What follows belongs to an exercise in optimizing a design on an open flow for a short achievable clock period, few clock cycles per item and low power; a production flow would make more cautious choices.

==> nickel <==
// PID_controller
module PID_controller #(
    parameter W = 16,
    parameter signed MAX_VAL = 32767,
    parameter signed MIN_VAL = -32768
)(
    input logic clk,
    input logic reset_n,
    input  logic signed [W-1:0] s_axi_tdata,
    input  logic s_axi_tvalid,
    output logic s_axi_tready,
    input  logic signed [W-1:0] Kp, Ki, Kd,
    input  logic signed [W-1:0] setpoint,
    output logic [W-1:0] m_axi_tdata,
    output logic m_axi_tvalid,
    input  logic m_axi_tready
);
  logic vA, vB, vC, vo, vs, rdy;
  logic [15:0] skid;
  wire adv = ~vs;
  wire take = s_axi_tvalid & adv;
  assign s_axi_tready = rdy;       
  logic [16:0] e1, e0, df;
  logic [7:0] kp_neg, kp_one, kp_two, ki_neg, ki_one, ki_two, kd_neg, kd_one, kd_two;
  wire [16:0] e_new = {setpoint[15], setpoint} - {s_axi_tdata[15], s_axi_tdata};
  function automatic [23:0] booth_enc(input logic [15:0] k);
    logic [16:0] kk;
    logic [7:0] ng, on, tw;
    kk = {k, 1'b0};
    for (int j = 0; j < 8; j++) begin
      ng[j] = kk[2*j+2];
      on[j] = kk[2*j+1] ^ kk[2*j];
      tw[j] = (kk[2*j+2] & ~kk[2*j+1] & ~kk[2*j]) | (~kk[2*j+2] & kk[2*j+1] & kk[2*j]);
    end
    booth_enc = {ng, on, tw};
  endfunction
  always_ff @(posedge clk or negedge reset_n) begin
    if (!reset_n) begin
      e1 <= '0;
      e0 <= '0;
      vA <= 1'b0;
    end else begin
      if (adv) vA <= take;
      if (take) begin
        e1 <= e_new;
        e0 <= e1;
      end
    end
  end
  always_ff @(posedge clk) begin
    if (take) df <= e0 - e1;
    {kp_neg, kp_one, kp_two} <= booth_enc(Kp);
    {ki_neg, ki_one, ki_two} <= booth_enc(Ki);
    {kd_neg, kd_one, kd_two} <= booth_enc(Kd);
  end
  logic [33:0] pS_d, pC_d, iS_d, iC_d, dS_d, dC_d;
  logic [33:0] pS, pC, iS, iC, dS, dC;
  wire ppp1 = (kp_one[0] & e1[0]) ^ kp_neg[0];
  wire ppp2 = ((kp_one[0] & e1[1]) | (kp_two[0] & e1[0])) ^ kp_neg[0];
  wire ppp3 = ((kp_one[0] & e1[2]) | (kp_two[0] & e1[1])) ^ kp_neg[0];
  wire ppp4 = ((kp_one[0] & e1[3]) | (kp_two[0] & e1[2])) ^ kp_neg[0];
  wire ppp5 = ((kp_one[0] & e1[4]) | (kp_two[0] & e1[3])) ^ kp_neg[0];
  wire ppp6 = ((kp_one[0] & e1[5]) | (kp_two[0] & e1[4])) ^ kp_neg[0];
  wire ppp7 = ((kp_one[0] & e1[6]) | (kp_two[0] & e1[5])) ^ kp_neg[0];
  wire ppp8 = ((kp_one[0] & e1[7]) | (kp_two[0] & e1[6])) ^ kp_neg[0];
  ...
==> flow/config.mk <==
export PLATFORM = sky130hd
export DESIGN_NAME = PID_controller
export DESIGN_NICKNAME = PID_controller
export VERILOG_FILES = /design/flow/design.v
export SDC_FILE = /design/flow/constraint.sdc
export NUM_CORES = 4
export LEC_CHECK = 0
export ABC_CLOCK_PERIOD_IN_PS = 4000
export CAP_MARGIN = 20
export CORE_MARGIN = 2
export CORE_UTILIZATION = 40
export SETUP_SLACK_MARGIN = 3.6
export SLEW_MARGIN = 20
export SYNTH_HIERARCHICAL = 1
export SYNTH_MINIMUM_KEEP_SIZE = 0
==> flow/constraint.sdc <==
create_clock -name core_clock -period 7.5 [get_ports {clk}]
set_input_delay 1.5000 -clock core_clock [delete_from_list [all_inputs] [get_ports {clk}]]
set_output_delay 1.5000 -clock core_clock [all_outputs]
set_load 0.01 [all_outputs]
run.sh (not shown) runs the stock make flow with config.mk's settings and CLKGATE_MAP_FILE= SYNTH_SCRIPT=/design/flow/synth_recipe.tcl, a recipe that flattens the netlist after the stock synthesis.
==> zinc (differences from nickel) <==
--- a/flow/design.v
+++ b/flow/design.v
@@ -1523,24 +1523,29 @@
   pid_fa u_fs200065 (.a(acc[32]), .b(pdx[32]), .c(pdy[32]), .s(fs200065), .co(fc200066));
   wire fs200067, fc200068;
   pid_fa u_fs200067 (.a(acc[33]), .b(pdx[33]), .c(pdy[33]), .s(fs200067), .co(fc200068));
   assign ux = {fc200066, fc200064, fc200062, fc200060, fc200058, fc200056, fc200054, fc200052, fc200050, fc200048, fc200046, fc200044, fc200042, fc200040, fc200038, fc200036, fc200034, fc200032, fc200030, fc200028, fc200026, fc200024, fc200022, fc200020, fc200018, fc200016, fc200014, fc200012, fc200010, fc200008, fc200006, fc200004, hc200002, hs200001};
   assign uy = {fs200067, fs200065, fs200063, fs200061, fs200059, fs200057, fs200055, fs200053, fs200051, fs200049, fs200047, fs200045, fs200043, fs200041, fs200039, fs200037, fs200035, fs200033, fs200031, fs200029, fs200027, fs200025, fs200023, fs200021, fs200019, fs200017, fs200015, fs200013, fs200011, fs200009, fs200007, fs200005, fs200003, pdy[0]};
   wire [16:0] lo_sum = {1'b0, ux[15:0]} + {1'b0, uy[15:0]};
   wire [15:0] s_lo = lo_sum[15:0];                                    
-  wire c15 = lo_sum[15] ^ ux[15] ^ uy[15];                            
-  wire [33:15] hx = ux[33:15] ^ uy[33:15];
-  wire [33:15] ho = ux[33:15] | uy[33:15];
-  wire [33:15] ha = ux[33:15] & uy[33:15];
-  wire s_hi_zero = (&(hx[33:16] ~^ ho[32:15])) & (hx[15] ~^ c15);
-  wire s_hi_ones = (&(hx[33:16] ^ ha[32:15])) & (hx[15] ^ c15);
-  wire s_lo_zero = ~|lo_sum[14:0];
-  wire s_lo_ones = &lo_sum[14:0];
-  wire not_sat = (s_hi_zero & ~s_lo_ones) | (s_hi_ones & ~s_lo_zero);
-  wire in_range = s_hi_zero | s_hi_ones;
+  wire [15:0] lo15 = {1'b0, ux[14:0]} + {1'b0, uy[14:0]};
+  wire c15 = lo15[15];                                                
+  wire [33:0] hx = ux ^ uy;
+  wire [33:0] ho = ux | uy;
+  wire [33:0] ha = ux & uy;
+  wire hi_zero_r = &(hx[33:16] ~^ ho[32:15]);        
+  wire hi_ones_r = &(hx[33:16] ^ ha[32:15]);         
+  wire z0 = hi_zero_r & ~hx[15], z1 = hi_zero_r & hx[15];             
+  wire o0 = hi_ones_r & hx[15],  o1 = hi_ones_r & ~hx[15];            
+  wire s_lo_zero = ~hx[0] & (&(hx[14:1] ~^ ho[13:0]));                
+  wire s_lo_ones = hx[0] & (&(hx[14:1] ^ ha[13:0]));                  
+  wire ns0 = (z0 & ~s_lo_ones) | (o0 & ~s_lo_zero);
+  wire ns1 = (z1 & ~s_lo_ones) | (o1 & ~s_lo_zero);
+  wire not_sat = c15 ? ns1 : ns0;
+  wire in_range = c15 ? (z1 | o1) : (z0 | o0);
   wire [18:0] hi_sum = {1'b0, ux[32:15]} + {1'b0, uy[32:15]};
   wire c33 = hi_sum[18] | ((&hx[32:15]) & c15);
   wire s_neg = hx[33] ^ c33;
   wire [15:0] out_new = in_range ? s_lo : (s_neg ? 16'h8000 : 16'h7fff);
   wire [33:0] acc_inc = acc + ib;
   wire fire = adv & vC;
   always_ff @(posedge clk or negedge reset_n) begin
==> flow/config.mk (replaced) <==
export PLATFORM = sky130hd
export DESIGN_NAME = PID_controller
export DESIGN_NICKNAME = PID_controller
export VERILOG_FILES = /design/flow/design.v
export SDC_FILE = /design/flow/constraint.sdc
export NUM_CORES = 4
export LEC_CHECK = 0
export CAP_MARGIN = 20
export CORE_MARGIN = 2
export CORE_UTILIZATION = 40
export SETUP_SLACK_MARGIN = 3.7
export SLEW_MARGIN = 20
export SYNTH_HIERARCHICAL = 1
export SYNTH_MINIMUM_KEEP_SIZE = 0
==> summary.txt <==
clock-cell share of area 0.0447; WP data required roughly 8000 ps; Synth Instances approximately 3.3k; status complete, no violations; met2 Use GR 0.318
# the run above: nickel

==> summary.txt <==
status complete, no violations; clock-cell share of area 0.0421; first-pass iteration count of the detailed router 6; WP data required 7870 ps; Synth Instances 3364; layout cells sized above 1 0.0880; final hold violations 0; met2 Use GR 0.309; total global-route track usage 0.198; Setup Fix Bufs, Post-CTS 8
# the run above: zinc

No functional check of the RTL was part of any run of this note.

==> afterwards: timing with drivers on the ports <==
The results above use ideal ports. As a check the final layouts listed here were re-extracted and re-timed, cells and wires unchanged. Step 1 assumes that a clkbuf_16 drives the clock port and a buf_2 every other input. Step 2 also shifts input and output timing later by t, the mid clock arrival at the registers, as if the neighbouring blocks saw the same clock. Slacks: ideal ports / drivers / drivers and shift; pairs: ideal ports / drivers.
run | t, ns | setup slack, ns | hold slack, ns | worst register clock-pin slew, ns
nickel | 0.682 | 3.339 / 3.339 / 3.127 | 0.419 / 0.419 / 0.419 | 0.07 / 0.07
zinc | 0.695 | 3.645 / 3.645 / 3.159 | 0.421 / 0.421 / 0.421 | 0.07 / 0.07
After both steps setup and hold are still met in every run listed. The setup slack of zinc, which loses most, moves by 0.000 ns with the drivers and by -0.486 ns with both steps.
